From an optimization exercise on the open Yosys and OpenROAD flow, aimed at small area, a short achievable clock period and few clock cycles; shortcuts taken in it are not production practice.
RTL that was checked went through simulation tests only; none was proved equivalent to the original.
Only the layout flow was run in runs 1, 6 and 7; the RTL was not checked for function there.
Power figures rest on the tool's default switching activity, not on a simulated workload.

===== config.mk =====
export PLATFORM = sky130hd
export DESIGN_NAME = peak_finder_fp
export DESIGN_NICKNAME = peak_finder_fp
export VERILOG_FILES = /design/flow/design.v
export SDC_FILE = /design/flow/constraint.sdc
export NUM_CORES = 4
export LEC_CHECK = 0
export CAP_MARGIN = 20
export CORE_MARGIN = 2
export CORE_UTILIZATION = 40
export SETUP_SLACK_MARGIN = 2.8
export SLEW_MARGIN = 20

===== constraint.sdc =====
create_clock -name core_clock -period 5.0 [get_ports {clk}]
set_input_delay 1.0000 -clock core_clock [delete_from_list [all_inputs] [get_ports {clk}]]
set_output_delay 1.0000 -clock core_clock [all_outputs]
set_load 0.01 [all_outputs]

===== design.v =====
module mag_cmp2 (
    input  wire [30:0] a,
    input  wire [30:0] b,
    output wire [3:0]  p       
);
    assign p = {a[30:15] > b[30:15], a[30:15] < b[30:15],
                a[14:0]  > b[14:0],  a[14:0]  < b[14:0]};
endmodule
module fp_class (
    input  wire [31:0] x,
    output wire [2:0]  c
);
    assign c = {x[31], (x[30:23] == 8'hff) && (x[22:0] != 0), x[30:23] == 8'h00};
endmodule
module fp_gt_s2 (
    input  wire [3:0] p,
    input  wire [2:0] ca,
    input  wire [2:0] cb,
    output wire       a_gt_b,
    output wire       b_gt_a
);
    wire gh = p[3], lh = p[2], gl = p[1], ll = p[0];
    wire mg = gh || (!lh && gl);
    wire ml = lh || (!gh && ll);
    wire sa = ca[2], sb = cb[2];
    wire ok = !ca[1] && !cb[1] && !(ca[0] && cb[0]);
    assign a_gt_b = ok && ((!sa && sb) || (!sa && !sb && mg) || (sa && sb && ml));
    assign b_gt_a = ok && ((sa && !sb) || (!sa && !sb && ml) || (sa && sb && mg));
endmodule
module peak_finder_fp (
    input clk,
    input rst_n,
    output reg [12:0] bram_addr,
    input wire [31:0] bram_data,
    output reg [0:0]  web,
    output wire [6:0] addrb,
    output wire [44:0] dinb,
    input wire [31:0] threshold,
    input wire        start,
    output reg        done
);
    localparam T_NONE = 3'd0, T_BF = 3'd1, T_B1 = 3'd2, T_BM = 3'd3, T_BL = 3'd4,
               T_TS = 3'd5, T_TP = 3'd6, T_FIN = 3'd7;
    localparam S_IDLE = 3'd0, S_BASE = 3'd1, S_RR = 3'd2, S_RRT = 3'd3,
               S_REP = 3'd4, S_FINW = 3'd5;
    localparam D_NB = 2'd0, D_TS = 2'd1, D_LNB = 2'd2, D_BF = 2'd3;
    reg [2:0] st;
    reg [2:0] tA, tB, tC, tD;
    reg [2:0] bc;           
    reg [2:0] cd;           
    reg       fb, m0, pg0;  
    reg       last, phantom;
    reg [1:0] dt;           
    reg [6:0] off;          
    reg [12:0] E;           
    reg [31:0] r1;          
    reg [3:0]  pw, pt;      
    reg [2:0]  cp, ct;      
    reg [12:0] widx;
    reg [5:0]  cnt;         
    reg        cand;
    reg        SF;          
    reg [4:0]  S;           
    reg        lastc;       
    reg        PF, PL;      
    reg [4:0]  PS;
    assign addrb = {1'b0, cnt};
    assign dinb  = {widx, r1};
    wire [3:0] pw_n, pt_n;
    mag_cmp2 m1w (.a(bram_data[30:0]), .b(r1[30:0]),        .p(pw_n));
    mag_cmp2 m1t (.a(bram_data[30:0]), .b(threshold[30:0]), .p(pt_n));
    wire [2:0] cw, ct_n;
    fp_class kw (.x(r1), .c(cw));
    fp_class kt (.x(threshold), .c(ct_n));
    wire f_wr, f_rw, f_wt, f_tw;
    fp_gt_s2 c2w (.p(pw), .ca(cw), .cb(cp), .a_gt_b(f_wr), .b_gt_a(f_rw));
    fp_gt_s2 c2t (.p(pt), .ca(cw), .cb(ct), .a_gt_b(f_wt), .b_gt_a(f_tw));
    wire confirm = (tC == T_TS) || ((tD == T_TP) && f_wr);
    wire term    = confirm && (cnt == 6'd34);
    wire bl_issue = (st == S_BASE) && (bc == 3'd1);
    wire op_ok    = (dt == D_TS) ? !cd[0] :
                    (dt == D_NB || dt == D_LNB) ? !cd[1] : 1'b1;
    wire rr_go    = (st == S_RR) && op_ok;
    wire xfer     = (tD == T_BF);
    wire pg0_n    = bl_issue ? m0 : pg0;
    wire [4:0] PS_clr = {1'b0, PS[3] & PS[4], PS[2] & (|PS[4:3]),
                         PS[1] & (|PS[4:2]), PS[0] & (|PS[4:1])};
    function [8:0] desc(input f, input [4:0] s, input l, input g0);
        casez ({f, s, l})
            7'b1??????: desc = {D_NB, g0 ? -7'sd59 : -7'sd58};
            7'b01?????: desc = {D_TS, -7'sd58};
            7'b001????: desc = {D_TS, -7'sd57};
            7'b0001???: desc = {D_TS, -7'sd56};
            7'b00001??: desc = {D_TS, -7'sd55};
            7'b000001?: desc = {D_TS, -7'sd54};
            7'b0000001: desc = {D_LNB, -7'sd52};
            default:    desc = {D_BF, 7'sd49};
        endcase
    endfunction
    reg        PF_n, PL_n;
    reg [4:0]  PS_n;
    reg [1:0]  dt_n;
    reg [6:0]  off_n;
    always @(*) begin
        PF_n = PF; PS_n = PS; PL_n = PL;
        dt_n = dt; off_n = off;
        if (xfer) begin
            PF_n = SF; PS_n = S; PL_n = lastc;
            {dt_n, off_n} = desc(SF, S, lastc, pg0_n);
        end else if (rr_go) begin
            case (dt)
                D_NB: begin
                    PF_n = 1'b0;
                    dt_n = desc(1'b0, PS, PL, 1'b0) >> 7;
                    off_n = pg0 ? -7'sd58 : -7'sd57;
                end
                D_TS: begin
                    PS_n = PS_clr;
                    {dt_n, off_n} = desc(1'b0, PS_clr, PL, 1'b0);
                end
                D_LNB: begin
                    PL_n = 1'b0;
                    dt_n = D_BF;
                    off_n = -7'sd53;
                end
                default: ;
            endcase
        end else if (st == S_REP) begin
            {dt_n, off_n} = desc(1'b0, PS, PL, 1'b0);
        end
    end
    wire [12:0] rel_addr = E + {{6{off[6]}}, off};
    wire [12:0] inc_addr = bram_addr + 13'd1;
    always @(posedge clk) begin
        r1 <= bram_data;
        pw <= pw_n;
        pt <= pt_n;
        cp <= cw;
        ct <= ct_n;
        PF <= PF_n;
        PS <= PS_n;
        PL <= PL_n;
        pg0 <= pg0_n;
        dt <= dt_n;
        off <= off_n;
        cd <= {1'b0, cd[2:1]};
        if (tA == T_TS || tB == T_TP) widx <= bram_addr;
        if (web) cnt <= cnt + 6'd1;
        case (tD)
            T_BF: begin
                S <= 5'd0;
                cand <= f_wt;
            end
            T_B1: begin
                SF <= cand & f_rw;
                cand <= f_wt & f_wr;
            end
            T_BM: begin
                S <= {S[3:0], cand & f_rw};
                cand <= f_wt & f_wr;
            end
            T_BL: begin
                S <= {S[3:0], cand & f_rw};
                lastc <= f_wt & f_wr;
            end
            default: ;
        endcase
        bram_addr <= (st == S_IDLE) ? 13'd899 : (st == S_BASE) ? inc_addr : rel_addr;
        case (st)
            S_IDLE: begin
                if (start) begin
                    bc <= 3'd5;
                    fb <= 1'b1; m0 <= 1'b0;
                    last <= 1'b0; phantom <= 1'b0;
                    SF <= 1'b0; S <= 5'd0; lastc <= 1'b0;
                    cnt <= 6'd0;
                end
            end
            S_BASE: begin
                bc <= bc - 3'd1;
                if (bc == 3'd1) begin
                    E <= inc_addr;
                    m0 <= fb;
                    fb <= 1'b0;
                    if (bram_addr == 13'd8164) last <= 1'b1;
                end
            end
            S_RR: begin
                if (op_ok) begin
                    case (dt)
                        D_TS: cd <= 3'b011;
                        D_BF: begin
                            if (!phantom) begin
                                bc <= 3'd4;
                                if (last) phantom <= 1'b1;
                            end
                        end
                    endcase
                end
            end
            S_RRT: cd <= 3'b111;
            default: ;
        endcase
        if (!rst_n) begin
            st <= S_IDLE;
            tA <= T_NONE; tB <= T_NONE; tC <= T_NONE; tD <= T_NONE;
            web <= 1'b0;
            done <= 1'b0;
        end else begin
            if (st == S_IDLE) begin
                tB <= T_NONE;
                tC <= T_NONE;
                tD <= T_NONE;
            end else begin
                tB <= tA;
                tC <= tB;
                tD <= tC;
            end
            web <= confirm && (cnt != 6'd34);
            done <= ((st == S_FINW) && (tD == T_FIN)) || term;
            tA <= T_NONE;
            case (st)
                S_IDLE: begin
                    if (start) begin
                        tA <= T_BF;
                        st <= S_BASE;
                    end
                end
                S_BASE: begin
                    tA <= (bc == 3'd1) ? T_BL : (tA == T_BF) ? T_B1 : T_BM;
                    if (bc == 3'd1) st <= S_RR;
                end
                S_RR: begin
                    if (op_ok) begin
                        case (dt)
                            D_NB:  st <= S_RRT;
                            D_TS: tA <= T_TS;
                            D_LNB: st <= S_RRT;
                            default: begin
                                if (phantom) begin
                                    tA <= T_FIN;
                                    st <= S_FINW;
                                end else begin
                                    tA <= T_BF;
                                    st <= S_BASE;
                                end
                            end
                        endcase
                    end
                end
                S_RRT: begin
                    tA <= T_TP;
                    st <= S_REP;
                end
                S_REP: st <= S_RR;
                S_FINW: begin
                    if (tD == T_FIN) st <= S_IDLE;
                end
                default: st <= S_IDLE;
            endcase
            if (term) begin
                st <= S_IDLE;
                tA <= T_NONE;
            end
        end
    end
endmodule

===== flow/run.sh =====
#!/bin/bash
# The standard layout (the standard.sh, standard synthesis unchanged), with
# the port buffers that placement inserts made of sky130_fd_sc_hd__buf_1
# instead of the resizer's default pick. Every port still gets its buffer.
set -euo pipefail
bash standard.sh "BUFFER_PORTS_ARGS=-buffer_cell sky130_fd_sc_hd__buf_1" finish > standard.log 2>&1

===== standard.sh =====
#!/bin/bash
# synth_recipe.tcl (not shown) runs the flow's synth.tcl, then flattens the netlist and writes it again
# the make line also repeats each setting of config.mk as NAME=value (left out here)
make -C /OpenROAD-flow-scripts/flow DESIGN_CONFIG=/design/flow/config.mk WORK_HOME=/design/flow/orfs CLKGATE_MAP_FILE= SYNTH_SCRIPT=/design/flow/synth_recipe.tcl "${@:-finish}"

==> results of run 1 <==
## worst paths after layout
kind                         from  slack (ns)               to  depth (start not counted)
setup / recovery  dt[0]$_DFFE_PP_        2.81  dt[1]$_DFFE_PP_                          7
hold / removal      cd[2]$_DFF_P_        0.42    cd[1]$_DFF_P_                          1
setup reg to reg  dt[0]$_DFFE_PP_        2.81  dt[1]$_DFFE_PP_                          7
hold reg to reg     cd[2]$_DFF_P_        0.42    cd[1]$_DFF_P_                          1
## layout by cell type, fill, tap and decap left out, types with 6 or more instances in the layout
master | netlist | routed
mux2i_1 | 8 | 8
xnor2_1 | 15 | 15
buf_4 | 2 | 10
a21oi_1 | 48 | 46
nand4_1 | 29 | 29
o21ai_0 | 38 | 35
a211oi_1 | 11 | 11
nor2b_1 | 14 | 14
ha_1 | 84 | 76
dfxtp_1 | 93 | 91
o21ai_1 | 5 | 7
a21o_1 | 14 | 14
nor4_1 | 13 | 12
nand2_1 | 50 | 50
and3_1 | 9 | 9
buf_1 | 0 | 130
xor2_1 | 10 | 10
nor2_1 | 56 | 56
nand3_1 | 12 | 12
o211ai_1 | 6 | 6
or3_1 | 7 | 6
o21a_1 | 13 | 13
nand2b_1 | 12 | 12
edfxtp_1 | 48 | 48
inv_1 | 81 | 80
nor3_1 | 17 | 17
a31oi_1 | 10 | 10
clkbuf_16 | 0 | 17
and2_1 | 19 | 19
## sequential cells by signal, indices dropped and copies added (netlist names), 4 cells and up
signal,count
PS,5
r1,32
bram_addr,13
widx,13
off,6
S,5
cnt,6
E,13
pt,4
pw,4
## cells by family (layout without fill, tap and decap cells)
group	count (synthesis)	in the layout	synth area share
AND/OR/NAND/NOR	262	262	0.178
AO/OA/AOI/OAI	187	187	0.159
flip-flops	141	141	0.425
buffers and inverters	108	258	0.0559
XOR/XNOR	25	25	0.0282
other	1	1	0.000483
multiplexers	9	9	0.0122
adder cells (fa/ha/maj)	87	87	0.141
## per-layer routing
metal	share of wire	vias to the layer above	track usage	routed length [µm]
met4	0.016	2	0.0568	289
met1	0.47	2879	0.236	8460
met2	0.47	177	0.289	8460
met3	0.052	26	0.0417	941
met5	0.00083	-	0	15
li1	-	3228	-	-
## worst reg2reg max path, delay by kind of cell, from the launching register on
| family | cells | cell delay (ns) |
|---|---|---|
| flip-flops | 1 | 0.47 |
| AO/OA/AOI/OAI | 3 | 0.69 |
| buffers and inverters | 1 | 0.17 |
| AND/OR/NAND/NOR | 2 | 0.40 |
| adder cells (fa/ha/maj) | 1 | 0.21 |
## final cells by class
type / count / area [µm²] / share of cell area
sequential: 141 / 3310 / 0.356
clock buffer: 18 / 429 / 0.0463
timing repair buffer: 143 / 584 / 0.0630
inverter: 83 / 327 / 0.0352
tap: 260 / 325 / 0.0351
clock inverter: 14 / 176 / 0.0190
multi-input combinational: 571 / 4130 / 0.445
## through the flow
step                      cells  area (µm²)  total power [W]  utilization  setup slack (ns)
after floorplan             820        7830          0.00145            -              2.76
after global placement     1189        8540          0.00155        0.452              2.25
after detailed placement   1189        8540          0.00155        0.452              2.15
after CTS                  1223        9180          0.00286        0.486              2.77
after global routing       1230        9280          0.00296        0.491              2.73
final                      1230        9280          0.00283        0.491              2.81
## report_power, final
part           internal, W  switching, W  leakage (nW)  total [W]
clock network     0.000825      0.000470         0.286    0.00130
logic             0.000115      0.000155          2.34   0.000270
registers          0.00123     0.0000339          1.18    0.00126
total              0.00217      0.000659          3.81    0.00283
## timing repair
action,in CTS,in global routing
buffers inserted,2,7
pin swaps,2,2
resized for setup,4,15
endpoints found under the setup margin,38,28
==> impl_metrics.json, run 1 <==
{
  "status": "complete, no violations",
  "core-area_um2": 18900,
  "die_area_um2": 20500,
  "synth_area_leaders": "dfxtp_1, edfxtp_1, ha_1",
  "gp_congestion": 0.864,
  "root_buffer": "clkbuf_16",
  "fin_skew_ns": 0.00661,
  "fin_crit_ns": 2.19,
  "cts_sinks": 141,
  "synthDominantCellAreaShare": 0.240,
  "ys_seq_area_frac": 0.425,
  "hold_class": "register to register",
  "fillers": 1830,
  "yosys_register_bits": 141,
  "post-route-period-util": 0.438,
  "postSynthCellCount": 820,
  "vias": 6312,
  "port_buffers": 132,
  "setup_tns_ns": 0,
  "insertion_delay_ns": 0.42,
  "worstSetupPathType": "register to register",
  "wl_mm": 18.2,
  "leakage_nw": 3.81,
  "yosysTopAreaCell": "dfxtp_1",
  "hpwl_mm": 14.0,
  "initial_core_util": 0.411,
  "ant_nets": 0,
  "yosysUniqueCellTypes": 75,
  "synth-async-reset-ratio": 0,
  "grt_overflow_total": 0,
  "via_per_inst": 5.13,
  "setup_viol": 0,
  "synthFlopType": "dfxtp_1",
  "drive_gt1_frac": 0.0794,
  "clk_pin_slew_ns": 0.06,
  "drcViolationCount": 0,
  "antenna_found_initial": 1,
  "worstPathMaxFanout": 11,
  "nets": 1109,
  "drv_cap": 0,
  "yosys-top-cells-count": "dfxtp_1, ha_1, inv_1, nor2_1, nand2_1",
  "initialDrtViolationCount": 370,
  "endpoint_kind": "register",
  "placementRows": 50,
  "cts_buffer_depth": 2,
  "wl_per_cell_um": 14.8,
  "cts_tree": "yes",
  "die_w_um": 143,
  "ir_drop_mv": 0.248,
  "cts_buffers": 17,
  "crit_slowest_cell": "edfxtp_1",
  "synth_edf_count": 48,
  "cp_cell_sequence": "ha_4 -> buf_4 -> a2111oi_4 -> nand2_2 -> or2_1 -> a31oi_1 -> o22ai_1",
  "finalMaxSlewViolations": 0,
  "ioPinCount": 134,
  "hold_viol_final": 0,
  "rsz0062_at_grt": "true",
  "whs_ns": 0.421,
  "worstPathRequired_ns": 5.16,
  "ctsHoldBuffers": 0,
  "grt_pass1_vias": 5937,
  "htreeDepth": 4,
  "synth_warnings": 1,
  "syn_area_um2": 7760,
  "p_per_area_nw_per_um2": 305,
  "num_antenna_cells": 0,
  "yosysMostFrequentCell": "dfxtp_1",
  "tightest_slew_ns": 0.730,
  "syn-num-nets": 972,
  "grt_first_pass_wirelength_mm": 28.8,
  "cp-start-kind": "register",
  "die_h_um": 143,
  "arrival_ns": 2.35,
  "grt_max_degree": 22,
  "areaGrowthSynthToFinish_pct": 19.5,
  "fmax_mhz": 456,
  "critPathBufInv": 1,
  "gr-usage-all-layers": 0.178,
  "avgSynthCellArea_um2": 9.47,
  "dr.pass1.iters": 5,
  "max_stage_delay_ns": 0.47,
  "cpLargestDelayFamily": "compound AO/OA/AOI/OAI gates",
  "slew_headroom": 0.509
}
==> run 2: changes to the inputs <==
--- a/design.v
+++ b/design.v
@@ -48,14 +48,12 @@
     reg [2:0] tA, tB, tC, tD;
     reg [2:0] bc;           
     reg [2:0] cd;           
-    reg       fb, m0, pg0;  
-    reg       last, phantom;
     reg [1:0] dt;           
     reg [6:0] off;          
     reg [12:0] E;           
     reg [31:0] r1;          
     reg [3:0]  pw, pt;      
-    reg [2:0]  cp, ct;      
+    reg [2:0]  cp;          
     reg [12:0] widx;
     reg [5:0]  cnt;         
     reg        cand;
@@ -69,9 +67,9 @@
     wire [3:0] pw_n, pt_n;
     mag_cmp2 m1w (.a(bram_data[30:0]), .b(r1[30:0]),        .p(pw_n));
     mag_cmp2 m1t (.a(bram_data[30:0]), .b(threshold[30:0]), .p(pt_n));
-    wire [2:0] cw, ct_n;
+    wire [2:0] cw, ct;
     fp_class kw (.x(r1), .c(cw));
-    fp_class kt (.x(threshold), .c(ct_n));
+    fp_class kt (.x(threshold), .c(ct));
     wire f_wr, f_rw, f_wt, f_tw;
     fp_gt_s2 c2w (.p(pw), .ca(cw), .cb(cp), .a_gt_b(f_wr), .b_gt_a(f_rw));
     fp_gt_s2 c2t (.p(pt), .ca(cw), .cb(ct), .a_gt_b(f_wt), .b_gt_a(f_tw));
@@ -82,7 +80,9 @@
                     (dt == D_NB || dt == D_LNB) ? !cd[1] : 1'b1;
     wire rr_go    = (st == S_RR) && op_ok;
     wire xfer     = (tD == T_BF);
-    wire pg0_n    = bl_issue ? m0 : pg0;
+    wire pg0      = (E == 13'd957);
+    wire pg0_n    = bl_issue ? (bram_addr == 13'd956) : pg0;
+    wire phantom  = (E == 13'd26);
     wire [4:0] PS_clr = {1'b0, PS[3] & PS[4], PS[2] & (|PS[4:3]),
                          PS[1] & (|PS[4:2]), PS[0] & (|PS[4:1])};
     function [8:0] desc(input f, input [4:0] s, input l, input g0);
@@ -136,11 +136,9 @@
         pw <= pw_n;
         pt <= pt_n;
         cp <= cw;
-        ct <= ct_n;
         PF <= PF_n;
         PS <= PS_n;
         PL <= PL_n;
-        pg0 <= pg0_n;
         dt <= dt_n;
         off <= off_n;
         cd <= {1'b0, cd[2:1]};
@@ -170,30 +168,20 @@
             S_IDLE: begin
                 if (start) begin
                     bc <= 3'd5;
-                    fb <= 1'b1; m0 <= 1'b0;
-                    last <= 1'b0; phantom <= 1'b0;
                     SF <= 1'b0; S <= 5'd0; lastc <= 1'b0;
                     cnt <= 6'd0;
                 end
             end
             S_BASE: begin
                 bc <= bc - 3'd1;
-                if (bc == 3'd1) begin
-                    E <= inc_addr;
-                    m0 <= fb;
-                    fb <= 1'b0;
-                    if (bram_addr == 13'd8164) last <= 1'b1;
-                end
+                if (bc == 3'd1) E <= inc_addr;
             end
             S_RR: begin
                 if (op_ok) begin
                     case (dt)
                         D_TS: cd <= 3'b011;
                         D_BF: begin
-                            if (!phantom) begin
-                                bc <= 3'd4;
-                                if (last) phantom <= 1'b1;
-                            end
+                            if (!phantom) bc <= 3'd4;
                         end
                     endcase
                 end
==> impl_metrics.json, run 2 <==
{
  "fmax_mhz": 458,
  "synth-async-reset-ratio": 0,
  "synthDominantCellAreaShare": 0.238,
  "pre_cts_slack_ns": 2.23,
  "synth_warnings": 1,
  "initialDrtViolationCount": 403,
  "setup_viol": 0,
  "setup_ws_ns": 2.82,
  "drive_gt1_frac": 0.129,
  "seqPwrFrac": 0.423,
  "drv_cap": 0,
  "yosysMostFrequentCell": "dfxtp_1",
  "via_per_inst": 5.48,
  "synth-xor-area-share": 0.0270,
  "hold_class": "register to register",
  "placementRows": 49,
  "postSynthCellCount": 812,
  "synth_compound_area_frac": 0.161,
  "synth_area_leaders": "dfxtp_1, edfxtp_1, ha_1",
  "ant_nets": 0,
  "combPwrFrac": 0.109,
  "areaGrowthSynthToFinish_pct": 24.9,
  "power_frac_clock": 0.468,
  "fillers": 1744,
  "switchingPower_w": 0.000694,
  "dr.pass1.iters": 5,
  "nets": 1115,
  "port_buffers": 132,
  "wl_per_cell_um": 16.4,
  "wl_mm": 19.7,
  "worstPathMaxFanout": 2,
  "gr-usage-all-layers": 0.201,
  "die_h_um": 141,
  "root_buffer": "clkbuf_16",
  "synth_edf_count": 44,
  "rsz0062_at_grt": "true",
  "insertion_delay_ns": 0.42,
  "worstPathRequired_ns": 5.15,
  "switching_share": 0.245,
  "drcViolationCount": 0,
  "syn-num-nets": 965,
  "cp-start-kind": "register",
  "hpwl_mm": 14.8,
  "htreeDepth": 4,
  "arrival_ns": 2.33,
  "initial_core_util": 0.412,
  "hold_viol_final": 0,
  "slew_headroom": 0.560,
  "avgSynthCellArea_um2": 9.20,
  "largest_reg_flops": 32,
  "yosys-top-cells-count": "dfxtp_1, ha_1, inv_1, nand2_1",
  "die_area_um2": 19800,
  "grt_first_pass_wirelength_mm": 31.7,
  "vias": 6594,
  "cts_sinks": 133,
  "ir_drop_mv": 0.240,
  "synth-simple-area-share": 0.191,
  "core-area_um2": 18100,
  "synthAdderAreaFrac": 0.146,
  "fin_crit_ns": 2.18,
  "regMostFlops": "r1",
  "post-route-period-util": 0.437,
  "yosysUniqueCellTypes": 72,
  "fin_total_pwr_w": 0.00283,
  "grt_overflow_total": 0,
  "grt_max_degree": 18,
  "crit_slowest_cell": "nor4bb_1",
  "num_antenna_cells": 0,
  "final_area_um2": 9330,
  "clk_pin_slew_ns": 0.06,
  "gp_congestion": 0.895,
  "antenna_found_initial": 0,
  "cp_cell_sequence": "nor4bb_1 -> nand4_1 -> nor2_1 -> a41oi_1 -> o21ai_1 -> o32ai_2",
  "synth_top_family_by_area": "simple AND/OR/NAND/NOR gates",
  "status": "complete, no violations",
  "internal-power_w": 0.00214,
  "synthFlopType": "dfxtp_1",
  "syn_area_um2": 7470,
  "tightest_slew_ns": 0.659,
  "cts_tree": "yes",
  "placed_area_um2": 8330,
  "fin_skew_ns": 0.00892,
  "yosys_register_bits": 133,
  "die_w_um": 141,
  "endpoint_kind": "register",
  "whs_ns": 0.408,
  "p_per_area_nw_per_um2": 303,
  "final_common_cell": "buf_1",
  "r2r_cells": 6,
  "grt_pass1_vias": 6265,
  "cts_buffer_depth": 2,
  "finalMaxSlewViolations": 0,
  "cts_buffers": 17,
  "leakage_nw": 3.87,
  "setup_tns_ns": 0,
  "worstSetupPathType": "register to register",
  "min_path_cells": 1,
  "yosysTopAreaCell": "dfxtp_1",
  "ys_seq_area_frac": 0.415,
  "muxShareOfSynthArea": 0.00268,
  "ctsHoldBuffers": 0,
  "final_cell_mix": "buf_1, dfxtp_1, inv_1",
  "max_stage_delay_ns": 0.54,
  "ioPinCount": 134
}
==> run 2: changes by cell type after synthesis, sizes merged, moves of 6 or more <==
cell / change
mux2i: -6
o21ai: +7
and2: -16
nand3: +9
nor2: -7
and3: +13
==> run 2: layer usage <==
layer / track usage / wire length, µm / up-vias / share of wire
li1: - / - / 3241 / -
met1: 0.260 / 8870 / 3112 / 0.45
met2: 0.331 / 9390 / 212 / 0.48
met3: 0.0472 / 1060 / 29 / 0.054
met4: 0.0684 / 408 / 0 / 0.021
met5: 0 / 0 / - / 0
==> run 2: repair_timing <==
action	in CTS	in global routing
pin swaps	4	17
gates resized for setup	23	32
buffers inserted	5	16
setup endpoints to repair	28	17
==> run 2: per-stage QoR <==
| step | util | cells |
|---|---|---|
| 2_1_floorplan | - | 812 |
| 3_3_place_gp | 0.459 | 1151 |
| 3_5_place_dp | 0.459 | 1151 |
| 4_1_cts | 0.501 | 1188 |
| 5_1_grt | 0.514 | 1204 |
| 6_report | 0.514 | 1204 |
==> run 2: worst paths after layout <==
check / slack, ns / end / startpoint
setup / recovery: 2.82 / off[1]$_DFFE_PP_ / E[12]$_DFFE_PP_
hold / removal: 0.41 / cd[1]$_DFF_P_ / cd[2]$_DFF_P_
setup reg to reg: 2.82 / off[1]$_DFFE_PP_ / E[12]$_DFFE_PP_
hold reg to reg: 0.41 / cd[1]$_DFF_P_ / cd[2]$_DFF_P_
==> run 2: layout make-up <==
| class | instances | area (µm²) | share of cell area |
|---|---|---|---|
| Clock buffer | 24 | 534 | 0.0572 |
| Clock inverter | 8 | 106 | 0.0114 |
| Inverter | 85 | 344 | 0.0369 |
| Multi-Input combinational cell | 571 | 4280 | 0.458 |
| Sequential cell | 133 | 3110 | 0.333 |
| Tap cell | 229 | 287 | 0.0307 |
| Timing Repair Buffer | 154 | 677 | 0.0725 |
==> run 2: kinds of logic after synthesis <==
family          after synthesis
other cells                   1
mux                           2
compound gates              189
flops                       133
simple gates                269
fa+ha+maj                    87
xor+xnor                     23
buf+inv                     108
==> run 2: critical path: cells and delay by family, from the launching register on <==
family          cells  cell delay [ns]
simple gates        3             1.02
flops               1             0.43
compound gates      3             0.46
==> run 2: power groups by stage <==
stage	registers (W)	logic, W	clock network [W]
floorplan	0.00121	0.000184	0
global placement	0.00122	0.000293	0
CTS	0.00120	0.000301	0.00135
detailed placement	0.00122	0.000296	0
global route	0.00120	0.000351	0.00139
finish	0.00120	0.000308	0.00133
Testbench counts of run 2, summed over its fixed seeds: cycles 20,406.
==> run 3: changes to the inputs <==
--- a/config.mk
+++ b/config.mk
@@ -8,5 +8,6 @@
 export CAP_MARGIN = 20
 export CORE_MARGIN = 2
 export CORE_UTILIZATION = 40
+export CTS_BUF_LIST = sky130_fd_sc_hd__clkbuf_8
 export SETUP_SLACK_MARGIN = 2.8
 export SLEW_MARGIN = 20
==> impl_metrics.json, run 3 <==
{
  "synth_edf_count": 44,
  "initial_core_util": 0.412,
  "root_buffer": "clkbuf_8",
  "die_h_um": 141,
  "cts_tree": "yes",
  "drive_gt1_frac": 0.120,
  "grt_first_pass_wirelength_mm": 31.4,
  "final_common_cell": "buf_1",
  "synthDominantCellAreaShare": 0.238,
  "htreeDepth": 4,
  "synth_warnings": 1,
  "finalMaxSlewViolations": 0,
  "antenna_found_initial": 0,
  "cts_sinks": 133,
  "yosysUniqueCellTypes": 72,
  "vias": 6516,
  "gp_congestion": 0.895,
  "endpoint_kind": "register",
  "whs_ns": 0.412,
  "cts_buffer_depth": 2,
  "synthFlopType": "dfxtp_1",
  "insertion_delay_ns": 0.45,
  "fin_util": 0.501,
  "worstPathRequired_ns": 5.38,
  "areaGrowthSynthToFinish_pct": 21.7,
  "fillers": 1776,
  "wl_per_cell_um": 16.3,
  "drcViolationCount": 0,
  "fmax_mhz": 466,
  "hpwl_mm": 14.8,
  "ys_seq_area_frac": 0.415,
  "synth-async-reset-ratio": 0,
  "gr-usage-all-layers": 0.198,
  "synth_area_leaders": "dfxtp_1, edfxtp_1, ha_1",
  "yosysMostFrequentCell": "dfxtp_1",
  "grt_max_degree": 18,
  "tightest_slew_ns": 0.659,
  "status": "complete, no violations",
  "num_antenna_cells": 0,
  "yosysTopAreaCell": "dfxtp_1",
  "setup_viol": 0,
  "yosys_register_bits": 133,
  "post-route-period-util": 0.429,
  "ant_nets": 0,
  "initialDrtViolationCount": 487,
  "p_per_area_nw_per_um2": 279,
  "wl_mm": 19.5,
  "arrival_ns": 2.52,
  "hold_viol_final": 0,
  "nets": 1111,
  "setup_tns_ns": 0,
  "worstPathMaxFanout": 2,
  "fin_total_pwr_w": 0.00254,
  "largest_reg_flops": 32,
  "final_cell_mix": "buf_1, dfxtp_1, inv_1",
  "syn_area_um2": 7470,
  "postSynthCellCount": 812,
  "yosys-top-cells-count": "dfxtp_1, ha_1, inv_1, nand2_1",
  "cp-start-kind": "input port",
  "drv_cap": 0,
  "grt_pass1_vias": 6221,
  "rsz0062_at_grt": "true",
  "dr.pass1.iters": 5,
  "clk_pin_slew_ns": 0.08,
  "avgSynthCellArea_um2": 9.20,
  "leakage_nw": 3.76,
  "ioPinCount": 134,
  "port_buffers": 132,
  "via_per_inst": 5.43,
  "ir_drop_mv": 0.139,
  "die_w_um": 141,
  "slew_headroom": 0.560,
  "placementRows": 49,
  "cts_buffers": 17,
  "syn-num-nets": 965,
  "die_area_um2": 19800,
  "fin_crit_ns": 2.14,
  "core-area_um2": 18100,
  "hold_class": "register to register",
  "grt_overflow_total": 0,
  "worstSetupPathType": "input port to register",
  "fin_skew_ns": 0.0146,
  "regMostFlops": "r1"
}
==> run 3: changes by cell type in the layout (fill, tap and decap cells not counted), moves of 3 or more <==
cell,change
clkbuf_16,-19
clkbuf_2,+3
buf_4,-4
clkbuf_8,+17
==> run 3: worst paths after layout <==
path                                 startpoint               end  slack [ns]  cells past startpoint
worst max-delay path               threshold[6]     lastc$_DFF_P_        2.86                      7
worst min-delay path              cd[2]$_DFF_P_     cd[1]$_DFF_P_        0.41                      1
worst max register to register  dt[0]$_DFFE_PP_  off[1]$_DFFE_PP_        2.86                      6
worst min register to register    cd[2]$_DFF_P_     cd[1]$_DFF_P_        0.41                      1
==> run 3: metrics by stage <==
step / cell area (µm²) / instances / setup WS, ns
4_1_cts: 8880 / 1188 / 2.73
2_1_floorplan: 7640 / 812 / 2.66
3_3_place_gp: 8330 / 1151 / 2.25
6_report: 9090 / 1200 / 2.86
3_5_place_dp: 8330 / 1151 / 2.23
5_1_grt: 9090 / 1200 / 2.76
==> run 3: metal layers <==
layer | global-route usage | wire (µm) | share of wire | up-vias
li1 | - | - | - | 3224
met1 | 0.261 | 8900 | 0.46 | 3070
met2 | 0.323 | 9130 | 0.47 | 193
met3 | 0.0367 | 1020 | 0.052 | 29
met4 | 0.0811 | 461 | 0.024 | 0
met5 | 0 | 0 | 0 | -
==> run 3: area by class of cell <==
cell class | instances | area (µm²) | share of cell area
well taps | 229 | 287 | 0.0315
flip-flops and latches | 133 | 3110 | 0.342
clock inverters | 11 | 170 | 0.0187
multi-input cells | 571 | 4260 | 0.468
inverters | 85 | 344 | 0.0378
clock buffers | 21 | 289 | 0.0318
repair buffers | 150 | 641 | 0.0704
==> run 3: cell families (layout without fill, tap and decap cells) <==
logic type	count (synthesis)	count (layout)	share of synthesized area
buffers and inverters	108	267	0.0564
and+or+nand+nor	269	269	0.191
DFF	133	133	0.415
adders and majority gates	87	87	0.146
AOI/OAI and AO/OA	189	189	0.161
other	1	1	0.000502
xor gates and xnor gates	23	23	0.0270
muxes	2	2	0.00268
==> run 3: timing repair <==
| item | in CTS | in global routing |
|---|---|---|
| hold buffers | 0 | 0 |
| pin swaps | 3 | 8 |
| hold endpoints to repair | 0 | 0 |
| gates resized for setup | 18 | 27 |
| endpoints found under the setup margin | 28 | 18 |
| setup buffers | 5 | 12 |
| gates cloned | 0 | 0 |
==> run 3: where the power goes <==
part | total (W) | internal (W) | switching [W]
registers | 0.00120 | 0.00115 | 0.0000410
clock network | 0.00104 | 0.000599 | 0.000439
logic | 0.000305 | 0.000128 | 0.000176
==> run 3: worst max-delay path: stages <==
cell     delay [ns]
buf_1          0.09
nor4_1         0.35
nand4_1        0.19
o21ai_2        0.23
nand4_1        0.15
or3_1          0.37
a21oi_1        0.14
==> run 4: changes to the inputs <==
--- a/config.mk
+++ b/config.mk
@@ -9,5 +9,5 @@
 export CORE_MARGIN = 2
 export CORE_UTILIZATION = 40
 export CTS_BUF_LIST = sky130_fd_sc_hd__clkbuf_8
-export SETUP_SLACK_MARGIN = 2.8
+export SETUP_SLACK_MARGIN = 2.85
 export SLEW_MARGIN = 20
==> impl_metrics.json, run 4 <==
{
  "status": "complete, no violations",
  "yosysMostFrequentCell": "dfxtp_1",
  "drt-met1-wl_mm": 8.86,
  "cts_buffer_depth": 2,
  "yosysUniqueCellTypes": 72,
  "r2r_cells": 9,
  "p_per_area_nw_per_um2": 254,
  "insertion_delay_ns": 0.45,
  "rrSetupSlack_ns": 2.86,
  "rsz0062_at_grt": "true",
  "drcViolationCount": 0,
  "synth-async-reset-ratio": 0,
  "die_area_um2": 19800,
  "placementRows": 49,
  "crit_slowest_cell": "or4_1",
  "whs_ns": 0.417,
  "port_buffers": 132,
  "nets": 1124,
  "fmax_mhz": 464,
  "fin_crit_ns": 2.15,
  "ctsHoldBuffers": 0,
  "drive_gt1_frac": 0.145,
  "worstPathMaxFanout": 2,
  "r2r-end": "bram_addr[10]$_SDFF_PP0_",
  "ioPinCount": 134,
  "via_per_inst": 5.30,
  "htreeDepth": 4,
  "num_antenna_cells": 0,
  "cp-start-kind": "input port",
  "dr.pass1.iters": 7,
  "largest_reg_flops": 32,
  "wl_mm": 19.5,
  "grt_first_pass_wirelength_mm": 31.0,
  "grt_overflow_total": 0,
  "synth_edf_count": 44,
  "worstSetupPathType": "input port to register",
  "hold_end": "cd[1]$_DFF_P_",
  "hp-start": "cd[2]$_DFF_P_",
  "cp_cell_sequence": "buf_1 -> inv_2 -> ha_4 -> nand4_1 -> or4_1 -> a21boi_2 -> a31o_2",
  "avgSynthCellArea_um2": 9.20,
  "die_h_um": 141,
  "yosysTopAreaCell": "dfxtp_1",
  "grt_max_degree": 18,
  "grt_pass1_vias": 6034,
  "ant_nets": 0,
  "final_common_cell": "buf_1",
  "cpLargestDelayFamily": "simple AND/OR/NAND/NOR gates",
  "syn_area_um2": 7470,
  "yosys_register_bits": 133,
  "tightest_slew_ns": 0.704,
  "critPathBufInv": 2,
  "r2r-start": "E[0]$_DFFE_PP_",
  "die_w_um": 141,
  "final_cell_mix": "buf_1, dfxtp_1, inv_1",
  "postSynthCellCount": 812,
  "setup_tns_ns": 0,
  "antenna_found_initial": 0,
  "synthDominantCellAreaShare": 0.238,
  "drv_cap": 0,
  "fin_total_pwr_w": 0.00232,
  "endpoint_kind": "register",
  "clk_pin_slew_ns": 0.08,
  "min_path_cells": 1,
  "hold_class": "register to register",
  "core-area_um2": 18100,
  "slew_headroom": 0.530,
  "arrival_ns": 2.50,
  "placed_area_um2": 8350,
  "syn-num-nets": 965,
  "wl_met2_mm": 9.41,
  "synth_area_leaders": "dfxtp_1, edfxtp_1, ha_1",
  "regMostFlops": "r1",
  "synthFlopType": "dfxtp_1",
  "final_area_um2": 9140,
  "cts_buffers": 17,
  "setup_viol": 0,
  "leakage_nw": 3.79,
  "ir_drop_mv": 0.148,
  "worstPathRequired_ns": 5.35,
  "fin_skew_ns": 0.0158,
  "root_buffer": "clkbuf_8",
  "routed.top_layer": "met4",
  "post-route-period-util": 0.431,
  "vias": 6431,
  "cts_sinks": 133,
  "ys_seq_area_frac": 0.415,
  "initialDrtViolationCount": 336,
  "synth_warnings": 1,
  "wl_per_cell_um": 16.1,
  "finalMaxSlewViolations": 0,
  "areaGrowthSynthToFinish_pct": 22.4,
  "dr_wl_met3_um": 976,
  "initial_core_util": 0.412,
  "gr-usage-all-layers": 0.196,
  "hold_viol_final": 0,
  "gp_congestion": 0.873,
  "max_stage_delay_ns": 0.54,
  "yosys-top-cells-count": "dfxtp_1, ha_1, inv_1, nand2_1",
  "hpwl_mm": 14.7,
  "cts_tree": "yes"
}
[run 4: cell types whose count changed in the layout (fill, tap and decap cells not counted), moves of 4 or more]
cell,before,now
ha_1,72,68
dfxtp_1,87,81
ha_2,0,4
clkinv_2,0,5
dfxtp_2,1,7
buf_1,126,122
buf_4,18,30
[run 4: worst max path at each step]
stage,cells after the start,from,to
2_1_floorplan,6,threshold[25],pt[3]$_DFF_P_
3_3_place_gp,7,threshold[25],pt[3]$_DFF_P_
3_5_place_dp,7,threshold[25],pt[3]$_DFF_P_
4_1_cts,5,st[1]$_SDFFE_PP0P_,off[1]$_DFFE_PP_
5_1_grt,9,E[0]$_DFFE_PP_,bram_addr[10]$_SDFF_PP0_
6_report,7,threshold[17],pt[3]$_DFF_P_
[run 4: metal layers]
layer | GRT usage | up-vias
li1 | - | 3258
met1 | 0.257 | 2975
met2 | 0.325 | 176
met3 | 0.0476 | 22
met4 | 0.0547 | 0
met5 | 0 | -
[run 4: what timing repair did]
action,CTS,global route
setup endpoints to repair,41,34
pin swaps,6,20
gates resized for setup,26,40
hold endpoints to repair,0,0
setup buffers,10,19
cloned,0,1
[run 4: per-stage QoR]
stage	util	cells	worst slack (ns)
after global routing	0.504	1213	2.77
after CTS	0.488	1193	2.83
after floorplan	-	812	2.66
final	0.504	1213	2.85
after detailed placement	0.460	1151	2.23
after global placement	0.460	1151	2.25
[run 4: kinds of logic after synthesis]
family / after synthesis / synth area share
DFF: 133 / 0.415
adders and majority gates: 87 / 0.146
buffers and inverters: 108 / 0.0564
other: 1 / 0.000502
and+or+nand+nor: 269 / 0.191
AOI/OAI and AO/OA: 189 / 0.161
muxes: 2 / 0.00268
xor gates and xnor gates: 23 / 0.0270
[run 4: area by class of cell]
cell class                 instances  area (µm²)
tap                              229         287
sequential                       133        3120
clock buffer                      18         248
timing repair buffer             162         742
fill                            1733        9000
inverter                          85         357
clock inverter                    14        97.6
multi-input combinational        572        4300
[run 4: power by group]
| group | total, W | switching [W] | internal, W |
|---|---|---|---|
| logic | 0.000312 | 0.000180 | 0.000132 |
| clock network | 0.000812 | 0.000420 | 0.000392 |
| registers | 0.00120 | 0.0000408 | 0.00116 |
[run 4: worst reg2reg max path: stages, from the launching register on]
cell and delay [ns]:
edfxtp_1 0.44, ha_2 0.23, inv_1 0.07, fa_2 0.21, nand2b_4 0.15, a21oi_4 0.06
o211ai_1 0.18, a21boi_1 0.11, or3_1 0.32, a32o_2 0.28
==> run 5: changes to the inputs <==
--- a/config.mk
+++ b/config.mk
@@ -9,5 +9,5 @@
 export CORE_MARGIN = 2
 export CORE_UTILIZATION = 40
 export CTS_BUF_LIST = sky130_fd_sc_hd__clkbuf_8
-export SETUP_SLACK_MARGIN = 2.85
+export SETUP_SLACK_MARGIN = 2.75
 export SLEW_MARGIN = 20
==> impl_metrics.json, run 5 <==
{
  "drv_cap": 0,
  "worstPathRequired_ns": 5.35,
  "die_w_um": 141,
  "htreeDepth": 4,
  "largest_reg_flops": 32,
  "dr.pass1.iters": 4,
  "yosys_register_bits": 133,
  "power_frac_clock": 0.383,
  "final_cell_mix": "buf_1, dfxtp_1, inv_1",
  "grt_overflow_total": 0,
  "worstPathMaxFanout": 3,
  "ant_nets": 0,
  "dr_wl_met3_um": 905,
  "initial_core_util": 0.412,
  "synth-async-reset-ratio": 0,
  "leakage_nw": 3.63,
  "nets": 1099,
  "drt-met1-wl_mm": 8.74,
  "insertion_delay_ns": 0.46,
  "cp_cell_sequence": "ha_2 -> inv_1 -> fa_1 -> nand2b_1 -> a21oi_2 -> o211ai_1 -> a21boi_1 -> o21ai_0 -> a32o_1",
  "synth_warnings": 1,
  "switchingPower_w": 0.000685,
  "drive_gt1_frac": 0.0938,
  "cp-start-kind": "register",
  "regMostFlops": "r1",
  "yosysMostFrequentCell": "dfxtp_1",
  "postSynthCellCount": 812,
  "yosys-top-cells-count": "dfxtp_1, ha_1, inv_1, nand2_1",
  "fin_crit_ns": 2.22,
  "endpoint_kind": "register",
  "rsz0062_at_grt": "true",
  "grt_first_pass_wirelength_mm": 30.6,
  "wl_per_cell_um": 15.9,
  "core-area_um2": 18100,
  "finalMaxSlewViolations": 0,
  "grt_pass1_vias": 6079,
  "fillers": 1740,
  "setup_viol": 0,
  "max_stage_delay_ns": 0.40,
  "setup_tns_ns": 0,
  "grt_max_degree": 18,
  "synth_edf_count": 44,
  "vias": 6292,
  "num_antenna_cells": 0,
  "fin_util": 0.488,
  "via_per_inst": 5.30,
  "seqPwrFrac": 0.493,
  "initialDrtViolationCount": 374,
  "cts_buffers": 17,
  "worstSetupPathType": "register to register",
  "fin_skew_ns": 0.0154,
  "hold_viol_final": 0,
  "combPwrFrac": 0.124,
  "final_common_cell": "buf_1",
  "switching_share": 0.283,
  "gr-usage-all-layers": 0.193,
  "die_area_um2": 19800,
  "syn_area_um2": 7470,
  "hold_class": "register to register",
  "routed.top_layer": "met4",
  "areaGrowthSynthToFinish_pct": 18.5,
  "ioPinCount": 134,
  "status": "complete, no violations",
  "syn-num-nets": 965,
  "crit_slowest_cell": "edfxtp_1",
  "drcViolationCount": 0,
  "arrival_ns": 2.58,
  "cts_tree": "yes",
  "slew_headroom": 0.567,
  "port_buffers": 132,
  "die_h_um": 141,
  "internal-power_w": 0.00173,
  "tightest_slew_ns": 0.647,
  "ir_drop_mv": 0.158,
  "gp_congestion": 0.900,
  "avgSynthCellArea_um2": 9.20,
  "synth_area_leaders": "dfxtp_1, edfxtp_1, ha_1",
  "wl_mm": 18.8,
  "yosysTopAreaCell": "dfxtp_1",
  "fmax_mhz": 450,
  "ys_seq_area_frac": 0.415,
  "clk_pin_slew_ns": 0.09,
  "wl_met2_mm": 8.87,
  "yosysUniqueCellTypes": 72,
  "synthDominantCellAreaShare": 0.238,
  "root_buffer": "clkbuf_8",
  "cts_sinks": 133,
  "p_per_area_nw_per_um2": 273,
  "hpwl_mm": 14.6,
  "synthFlopType": "dfxtp_1",
  "post-route-period-util": 0.444,
  "placementRows": 49,
  "antenna_found_initial": 0,
  "cts_buffer_depth": 2
}
==> run 5: changes by cell type in the layout (fill, tap and decap cells not counted), sizes merged <==
cell	previous run	this run
bufinv	1	2
clkinvlp	2	3
and3b	2	1
inv	89	90
buf	156	134
clkbuf	24	21
clkinv	7	5
==> run 5: path summary, 6_finish.rpt <==
path	from	to	slack (ns)	depth (start not counted)
worst max register to register	E[0]$_DFFE_PP_	bram_addr[10]$_SDFF_PP0_	2.78	9
worst max-delay path	E[0]$_DFFE_PP_	bram_addr[10]$_SDFF_PP0_	2.78	9
worst min register to register	cd[2]$_DFF_P_	cd[1]$_DFF_P_	0.42	1
worst min-delay path	cd[2]$_DFF_P_	cd[1]$_DFF_P_	0.42	1
==> run 5: routing by layer <==
layer | up-vias | track usage
met5 | - | 0
met1 | 2887 | 0.253
met2 | 162 | 0.319
met3 | 27 | 0.0462
met4 | 0 | 0.0579
li1 | 3216 | -
==> run 5: kinds of logic (layout without fill, tap and decap cells) <==
| logic type | after synthesis | after routing | synth area share |
|---|---|---|---|
| buffers and inverters | 108 | 255 | 0.0564 |
| multiplexers | 2 | 2 | 0.00268 |
| AO/OA/AOI/OAI | 189 | 189 | 0.161 |
| flip-flops | 133 | 133 | 0.415 |
| other | 1 | 1 | 0.000502 |
| XOR/XNOR | 23 | 23 | 0.0270 |
| AND/OR/NAND/NOR | 269 | 269 | 0.191 |
| adder cells (fa/ha/maj) | 87 | 87 | 0.146 |
==> run 5: timing repair <==
item,CTS,global route
cloned,0,0
gates resized for setup,12,13
pin swaps,2,6
endpoints found under the setup margin,22,18
hold buffers,0,0
setup buffers,3,1
==> run 5: final cells by class <==
cell class	instances	area (µm²)	share of cell area
clock buffer	17	234	0.0264
clock inverter	15	173	0.0195
inverter	85	344	0.0389
multi-input combinational	571	4170	0.470
sequential	133	3100	0.351
tap	229	287	0.0324
timing repair buffer	138	547	0.0618
==> run 5: stage by stage <==
step           instance area [µm²]  setup WS, ns  hold slack, ns  total power [W]  std cells
3_5_place_dp                  8320          2.21           0.395          0.00152       1152
6_report                      8850          2.78           0.417          0.00242       1188
2_1_floorplan                 7630          2.66           0.386          0.00140        812
5_1_grt                       8850          2.64           0.438          0.00254       1188
3_3_place_gp                  8320          2.25           0.391          0.00151       1152
4_1_cts                       8790          2.75           0.414          0.00245       1187
==> run 5: critical path: cells and delay by family (launching register included) <==
family / cells / cell delay [ns]
AO/OA/AOI/OAI: 5 / 0.87
adder cells (fa/ha/maj): 2 / 0.60
buffers and inverters: 1 / 0.06
flip-flops: 1 / 0.40
AND/OR/NAND/NOR: 1 / 0.21
==> run 5: power groups by stage <==
stage | Clock (W) | Combinational, W | Sequential, W
finish | 0.000926 | 0.000300 | 0.00119
global route | 0.000996 | 0.000342 | 0.00120
CTS | 0.000952 | 0.000300 | 0.00119
detailed placement | 0 | 0.000297 | 0.00122
global placement | 0 | 0.000295 | 0.00122
floorplan | 0 | 0.000184 | 0.00121
==> run 6: changes to the inputs <==
--- a/design.v
+++ b/design.v
@@ -46,7 +46,6 @@
     localparam D_NB = 2'd0, D_TS = 2'd1, D_LNB = 2'd2, D_BF = 2'd3;
     reg [2:0] st;
     reg [2:0] tA, tB, tC, tD;
-    reg [2:0] bc;           
     reg [2:0] cd;           
     reg [1:0] dt;           
     reg [6:0] off;          
@@ -75,13 +74,13 @@
     fp_gt_s2 c2t (.p(pt), .ca(cw), .cb(ct), .a_gt_b(f_wt), .b_gt_a(f_tw));
     wire confirm = (tC == T_TS) || ((tD == T_TP) && f_wr);
     wire term    = confirm && (cnt == 6'd34);
-    wire bl_issue = (st == S_BASE) && (bc == 3'd1);
+    wire bl_issue = (st == S_BASE) && (off == 7'd53);
     wire op_ok    = (dt == D_TS) ? !cd[0] :
                     (dt == D_NB || dt == D_LNB) ? !cd[1] : 1'b1;
     wire rr_go    = (st == S_RR) && op_ok;
     wire xfer     = (tD == T_BF);
     wire pg0      = (E == 13'd957);
-    wire pg0_n    = bl_issue ? (bram_addr == 13'd956) : pg0;
+    wire pg0_n    = bl_issue ? (E == 13'd904) : pg0;
     wire phantom  = (E == 13'd26);
     wire [4:0] PS_clr = {1'b0, PS[3] & PS[4], PS[2] & (|PS[4:3]),
                          PS[1] & (|PS[4:2]), PS[0] & (|PS[4:1])};
@@ -106,7 +105,12 @@
         dt_n = dt; off_n = off;
         if (xfer) begin
             PF_n = SF; PS_n = S; PL_n = lastc;
-            {dt_n, off_n} = desc(SF, S, lastc, pg0_n);
+        end
+        if (st == S_IDLE) begin
+            off_n = 7'd49;
+        end else if (st == S_BASE) begin
+            if (bl_issue) {dt_n, off_n} = xfer ? desc(SF, S, lastc, pg0_n) : {D_BF, 7'sd49};
+            else off_n = off + 7'd1;
         end else if (rr_go) begin
             case (dt)
                 D_NB: begin
@@ -123,14 +127,13 @@
                     dt_n = D_BF;
                     off_n = -7'sd53;
                 end
-                default: ;
+                default: off_n = off + 7'd1;
             endcase
         end else if (st == S_REP) begin
             {dt_n, off_n} = desc(1'b0, PS, PL, 1'b0);
         end
     end
     wire [12:0] rel_addr = E + {{6{off[6]}}, off};
-    wire [12:0] inc_addr = bram_addr + 13'd1;
     always @(posedge clk) begin
         r1 <= bram_data;
         pw <= pw_n;
@@ -163,26 +166,20 @@
             end
             default: ;
         endcase
-        bram_addr <= (st == S_IDLE) ? 13'd899 : (st == S_BASE) ? inc_addr : rel_addr;
+        bram_addr <= (st == S_IDLE) ? 13'd899 : rel_addr;
         case (st)
             S_IDLE: begin
                 if (start) begin
-                    bc <= 3'd5;
+                    E <= 13'd851;
                     SF <= 1'b0; S <= 5'd0; lastc <= 1'b0;
                     cnt <= 6'd0;
                 end
             end
-            S_BASE: begin
-                bc <= bc - 3'd1;
-                if (bc == 3'd1) E <= inc_addr;
-            end
+            S_BASE: if (bl_issue) E <= rel_addr;
             S_RR: begin
                 if (op_ok) begin
                     case (dt)
                         D_TS: cd <= 3'b011;
-                        D_BF: begin
-                            if (!phantom) bc <= 3'd4;
-                        end
                     endcase
                 end
             end
@@ -215,8 +212,8 @@
                     end
                 end
                 S_BASE: begin
-                    tA <= (bc == 3'd1) ? T_BL : (tA == T_BF) ? T_B1 : T_BM;
-                    if (bc == 3'd1) st <= S_RR;
+                    tA <= bl_issue ? T_BL : (tA == T_BF) ? T_B1 : T_BM;
+                    if (bl_issue) st <= S_RR;
                 end
                 S_RR: begin
                     if (op_ok) begin
--- a/config.mk
+++ b/config.mk
@@ -9,5 +9,5 @@
 export CORE_MARGIN = 2
 export CORE_UTILIZATION = 40
 export CTS_BUF_LIST = sky130_fd_sc_hd__clkbuf_8
-export SETUP_SLACK_MARGIN = 2.75
+export SETUP_SLACK_MARGIN = 2.8
 export SLEW_MARGIN = 20
==> impl_metrics.json, run 6 <==
{
  "largest_reg_flops": 32,
  "port_buffers": 132,
  "vias": 6604,
  "slew_headroom": 0.561,
  "yosysUniqueCellTypes": 73,
  "gr-usage-all-layers": 0.195,
  "avgSynthCellArea_um2": 9.04,
  "worstPathMaxFanout": 3,
  "cp-endpoint": "E[12]$_SDFFCE_PN0P_",
  "root_buffer": "clkbuf_8",
  "fillers": 1816,
  "synthFlopType": "dfxtp_1",
  "cts_buffer_depth": 2,
  "yosysMostFrequentCell": "dfxtp_1",
  "htreeDepth": 4,
  "status": "complete, no violations",
  "ioPinCount": 134,
  "endpoint_kind": "register",
  "hold_viol_final": 0,
  "crit_start": "E[0]$_SDFFCE_PN1P_",
  "p_per_area_nw_per_um2": 312,
  "dr.pass1.iters": 5,
  "yosys_register_bits": 131,
  "clk_pin_slew_ns": 0.09,
  "grt_overflow_total": 0,
  "grt_pass1_vias": 6414,
  "core-area_um2": 18600,
  "die_h_um": 141,
  "areaGrowthSynthToFinish_pct": 17.8,
  "grt_max_degree": 20,
  "fin_util": 0.479,
  "fmax_mhz": 442,
  "via_per_inst": 5.46,
  "r2r-end": "E[12]$_SDFFCE_PN0P_",
  "post-route-period-util": 0.452,
  "setup_viol": 0,
  "synth_area_leaders": "dfxtp_1, ha_1, edfxtp_1",
  "cts_sinks": 131,
  "drive_gt1_frac": 0.102,
  "r2r-start": "E[0]$_SDFFCE_PN1P_",
  "regMostFlops": "r1",
  "hold_class": "register to register",
  "gp_congestion": 0.852,
  "finalMaxSlewViolations": 0,
  "tightest_slew_ns": 0.657,
  "cp-start-kind": "register",
  "die_w_um": 141,
  "multiInputGateArea_um2": 4390,
  "yosys-top-cells-count": "dfxtp_1, ha_1, inv_1, nor2_1, nand2_1",
  "wl_mm": 19.4,
  "rsz0062_at_grt": "true",
  "ant_nets": 0,
  "synthDominantCellAreaShare": 0.271,
  "postSynthCellCount": 835,
  "arrival_ns": 2.44,
  "initial_core_util": 0.406,
  "synth-async-reset-ratio": 0,
  "fin_skew_ns": 0.0134,
  "syn_area_um2": 7550,
  "cts_tree": "yes",
  "worstPathRequired_ns": 5.18,
  "yosysTopAreaCell": "dfxtp_1",
  "syn-num-nets": 985,
  "num_antenna_cells": 0,
  "placementRows": 50,
  "hpwl_mm": 14.9,
  "drcViolationCount": 0,
  "synth_edf_count": 29,
  "insertion_delay_ns": 0.45,
  "final_area_um2": 8890,
  "setup_tns_ns": 0,
  "wl_per_cell_um": 16.0,
  "ys_seq_area_frac": 0.386,
  "rrSetupSlack_ns": 2.74,
  "antenna_found_initial": 0,
  "drv_cap": 0,
  "register_area_um2": 2920,
  "ir_drop_mv": 0.197,
  "final_cell_mix": "buf_1, dfxtp_1, inv_1",
  "initialDrtViolationCount": 354,
  "placed_area_um2": 8200,
  "r2r_cells": 9,
  "synth_warnings": 1,
  "grt_first_pass_wirelength_mm": 31.2,
  "final_common_cell": "buf_1",
  "leakage_nw": 3.62,
  "worstSetupPathType": "register to register",
  "ctsHoldBuffers": 0,
  "nets": 1113,
  "die_area_um2": 20000,
  "cts_buffers": 17,
  "fin_crit_ns": 2.26
}
run 6: what timing repair did:
| item | 4_1_cts | 5_1_grt |
|---|---|---|
| resized for setup | 33 | 29 |
| setup endpoints to repair | 42 | 43 |
| pin swaps | 9 | 8 |
| buffers inserted | 5 | 3 |
run 6: metrics by stage:
step / power (W) / worst slack [ns] / hold slack (ns) / std cells
2_1_floorplan: 0.00163 / 2.73 / 0.391 / 835
3_3_place_gp: 0.00178 / 2.43 / 0.394 / 1170
3_5_place_dp: 0.00179 / 2.39 / 0.405 / 1170
4_1_cts: 0.00277 / 2.76 / 0.427 / 1207
5_1_grt: 0.00292 / 2.66 / 0.445 / 1210
6_report: 0.00277 / 2.74 / 0.423 / 1210
run 6: kinds of logic (layout without fill, tap and decap cells):
family | after synthesis | after routing | share of synthesized area
simple gates | 270 | 270 | 0.189
fa+ha+maj | 84 | 84 | 0.140
buf+inv | 112 | 253 | 0.0652
xor+xnor | 19 | 19 | 0.0221
flops | 131 | 131 | 0.386
other cells | 1 | 1 | 0.000497
compound gates | 210 | 210 | 0.187
mux | 8 | 8 | 0.0108
run 6: critical path: stages, from the launching register on:
cell	delay, ns
edfxtp_1	0.36
ha_2	0.20
inv_2	0.04
fa_2	0.35
nor2b_2	0.15
o31a_1	0.19
o21a_1	0.17
o221a_4	0.21
mux2i_1	0.23
a21oi_1	0.09
run 6: final cells by class:
class	instances	share of cell area
multi-input cells	592	0.494
clock buffers	17	0.0263
repair buffers	141	0.0636
clock inverters	15	0.0204
flip-flops and latches	131	0.329
well taps	234	0.0329
inverters	80	0.0338
run 6: how the worst min path moves through the flow:
| stage | from | endpoint | cells past startpoint |
|---|---|---|---|
| 2_1_floorplan | cd[2]$_DFF_P_ | cd[1]$_DFF_P_ | 1 |
| 3_3_place_gp | cd[2]$_DFF_P_ | cd[1]$_DFF_P_ | 1 |
| 3_5_place_dp | cd[2]$_DFF_P_ | cd[1]$_DFF_P_ | 1 |
| 4_1_cts | cd[2]$_DFF_P_ | cd[1]$_DFF_P_ | 1 |
| 5_1_grt | bram_addr[8]$_SDFF_PP1_ | widx[8]$_DFFE_PP_ | 0 |
| 6_report | cd[2]$_DFF_P_ | cd[1]$_DFF_P_ | 1 |
run 6: power breakdown:
| part | switching (W) | internal, W |
|---|---|---|
| registers | 0.0000716 | 0.00117 |
| logic | 0.000335 | 0.000247 |
| clock network | 0.000453 | 0.000498 |
| total | 0.000860 | 0.00191 |
run 6: layer usage:
layer  GRT usage  up-vias  routed length (µm)  share of wire
li1            -     3322                   -              -
met1       0.245     3081                8660           0.45
met2       0.336      177                9530           0.49
met3      0.0442       24                 931          0.048
met4      0.0563        0                 276          0.014
met5           0        -                   0              0
==> run 7: changes to the inputs <==
--- a/config.mk
+++ b/config.mk
@@ -7,7 +7,7 @@
 export LEC_CHECK = 0
 export CAP_MARGIN = 20
 export CORE_MARGIN = 2
-export CORE_UTILIZATION = 40
+export CORE_UTILIZATION = 60
 export CTS_BUF_LIST = sky130_fd_sc_hd__clkbuf_8
 export SETUP_SLACK_MARGIN = 2.8
 export SLEW_MARGIN = 20
==> impl_metrics.json, run 7 <==
{
  "status": "complete, no violations",
  "slew_headroom": 0.608,
  "ioPinCount": 134,
  "initialDrtViolationCount": 598,
  "final_cell_mix": "buf_1, dfxtp_1, inv_1",
  "finalMaxSlewViolations": 0,
  "grt_overflow_total": 0,
  "grt_first_pass_wirelength_mm": 31.4,
  "leakage_nw": 3.68,
  "ctsHoldBuffers": 0,
  "placementRows": 40,
  "cp.depth": 9,
  "max_stage_delay_ns": 0.36,
  "yosysUniqueCellTypes": 73,
  "synthDominantCellAreaShare": 0.271,
  "worstPathMaxFanout": 3,
  "arrival_ns": 2.46,
  "fillers": 924,
  "cpLargestDelayFamily": "compound AO/OA/AOI/OAI gates",
  "yosysMostFrequentCell": "dfxtp_1",
  "synth_warnings": 1,
  "fmax_mhz": 440,
  "endpoint_kind": "register",
  "synth_area_leaders": "dfxtp_1, ha_1, edfxtp_1",
  "r2r_cells": 9,
  "antenna_found_initial": 0,
  "p_per_area_nw_per_um2": 331,
  "drcViolationCount": 0,
  "drive_gt1_frac": 0.115,
  "ir_drop_mv": 0.182,
  "htreeDepth": 4,
  "min_path_cells": 1,
  "clk_pin_slew_ns": 0.08,
  "yosys_register_bits": 131,
  "worstPathRequired_ns": 5.18,
  "initial_core_util": 0.620,
  "root_buffer": "clkbuf_8",
  "via_per_inst": 6.04,
  "tightest_slew_ns": 0.587,
  "setup_viol": 0,
  "hold_viol_final": 0,
  "cts_tree": "yes",
  "insertion_delay_ns": 0.45,
  "gp_congestion": 0.911,
  "post-route-period-util": 0.454,
  "regMostFlops": "r1",
  "cts_buffers": 17,
  "syn_area_um2": 7550,
  "grt_pass1_vias": 6663,
  "wl_per_cell_um": 17.3,
  "yosysTopAreaCell": "dfxtp_1",
  "die_w_um": 116,
  "rsz0062_at_grt": "true",
  "cts_sinks": 131,
  "synthFlopType": "dfxtp_1",
  "ant_nets": 0,
  "drv_cap": 0,
  "avgSynthCellArea_um2": 9.04,
  "setup_tns_ns": 0,
  "vias": 6945,
  "final_area_um2": 8970,
  "areaGrowthSynthToFinish_pct": 18.9,
  "core-area_um2": 12200,
  "die_h_um": 116,
  "gr-usage-all-layers": 0.297,
  "largest_reg_flops": 32,
  "cts_buffer_depth": 2,
  "fin_skew_ns": 0.00849,
  "cp_cell_sequence": "ha_2 -> inv_2 -> fa_2 -> nor2b_2 -> o31a_1 -> o21a_1 -> o221a_4 -> mux2i_4 -> a21oi_2",
  "port_buffers": 132,
  "fin_total_pwr_w": 0.00297,
  "placed_area_um2": 8110,
  "synth_edf_count": 29,
  "critPathBufInv": 1,
  "yosys-top-cells-count": "dfxtp_1, ha_1, inv_1, nor2_1, nand2_1",
  "ys_seq_area_frac": 0.386,
  "num_antenna_cells": 0,
  "crit_slowest_cell": "edfxtp_1",
  "worstSetupPathType": "register to register",
  "cp-start-kind": "register",
  "postSynthCellCount": 835,
  "hold_class": "register to register",
  "fin_crit_ns": 2.27,
  "dr.pass1.iters": 7,
  "synth-async-reset-ratio": 0,
  "final_common_cell": "buf_1",
  "die_area_um2": 13500,
  "grt_max_degree": 20,
  "hpwl_mm": 14.7,
  "syn-num-nets": 985,
  "nets": 1119,
  "wl_mm": 19.9
}
==> run 7: layer usage <==
layer  share of wire  wire, µm  global-route usage  vias to the layer above
li1                -         -                   -                     3334
met1            0.41      8080               0.351                     3263
met2            0.50      9910               0.512                      288
met3           0.058      1160              0.0602                       60
met4           0.040       792               0.157                        0
met5               0         0                   0                        -
==> run 7: timing repair <==
action,in CTS,in global routing
pin swaps,8,16
setup buffers,8,6
setup endpoints to repair,40,38
resized for setup,28,38
==> run 7: logic make-up (layout without fill, tap and decap cells) <==
logic type,after synthesis,after routing,synth area share
simple gates,270,270,0.189
compound gates,210,210,0.187
flops,131,131,0.386
buf+inv,112,259,0.0652
fa+ha+maj,84,84,0.140
xor+xnor,19,19,0.0221
mux,8,8,0.0108
other cells,1,1,0.000497
==> run 7: worst paths after layout <==
kind,end,from,slack (ns)
setup / recovery,E[12]$_SDFFCE_PN0P_,E[0]$_SDFFCE_PN1P_,2.73
hold / removal,cd[1]$_DFF_P_,cd[2]$_DFF_P_,0.42
setup reg to reg,E[12]$_SDFFCE_PN0P_,E[0]$_SDFFCE_PN1P_,2.73
hold reg to reg,cd[1]$_DFF_P_,cd[2]$_DFF_P_,0.42
==> run 7: cell type report <==
type                    count  area, µm²  area share
multi-input cells         592       4430       0.494
repair buffers            147        608      0.0678
flip-flops and latches    131       2930       0.326
inverters                  80        300      0.0335
well taps                 168        210      0.0234
clock buffers              19        262      0.0292
clock inverters            13        229      0.0255
==> run 7: report_power, final <==
part | internal (W) | switching (W)
Clock | 0.000672 | 0.000433
Combinational | 0.000268 | 0.000362
Sequential | 0.00117 | 0.0000696
==> run 7: metrics by stage <==
stage / hold WS [ns] / util / setup WS, ns / instances
4_1_cts: 0.423 / 0.720 / 2.71 / 1144
3_5_place_dp: 0.403 / 0.667 / 2.35 / 1104
5_1_grt: 0.433 / 0.737 / 2.61 / 1150
2_1_floorplan: 0.391 / - / 2.73 / 835
3_3_place_gp: 0.400 / 0.667 / 2.45 / 1104
6_report: 0.418 / 0.737 / 2.73 / 1150

## static timing again, ports no longer ideal
No port has a modelled driver above. Below, the same layouts with a new extraction and two added sets of constraints. Step 1: set_driving_cell puts a clkbuf_16 on clk and a buf_2 on each other input, an assumption about the parent block. Step 2, shift: input delay + t, output delay - t, t = (earliest + latest rising clock arrival at the registers) / 2. This alone moves slack from input paths to output paths. Slacks: no drivers / after step 1 / after step 2; pairs: no drivers / after step 1.
run	t, ns	setup WS [ns]	worst register clock-pin slew, ns	worst slew at a driven data input, ns
run 1	0.457	2.808 / 2.808 / 2.450	0.06 / 0.06	0.06
run 2	0.465	2.815 / 2.815 / 2.376	0.06 / 0.06	0.04
run 3	0.484	2.856 / 2.832 / 2.393	0.08 / 0.08	0.04
run 4	0.486	2.847 / 2.859 / 2.377	0.08 / 0.08	0.04
run 5	0.488	2.778 / 2.778 / 2.361	0.09 / 0.09	0.04
run 6	0.480	2.739 / 2.739 / 2.461	0.09 / 0.09	0.05
run 7	0.478	2.729 / 2.729 / 2.433	0.08 / 0.08	0.05
After both steps setup and hold are still met in every run listed. For run 4, which loses most, drivers alone change the setup slack by +0.012 ns; drivers and shift together by -0.470 ns.
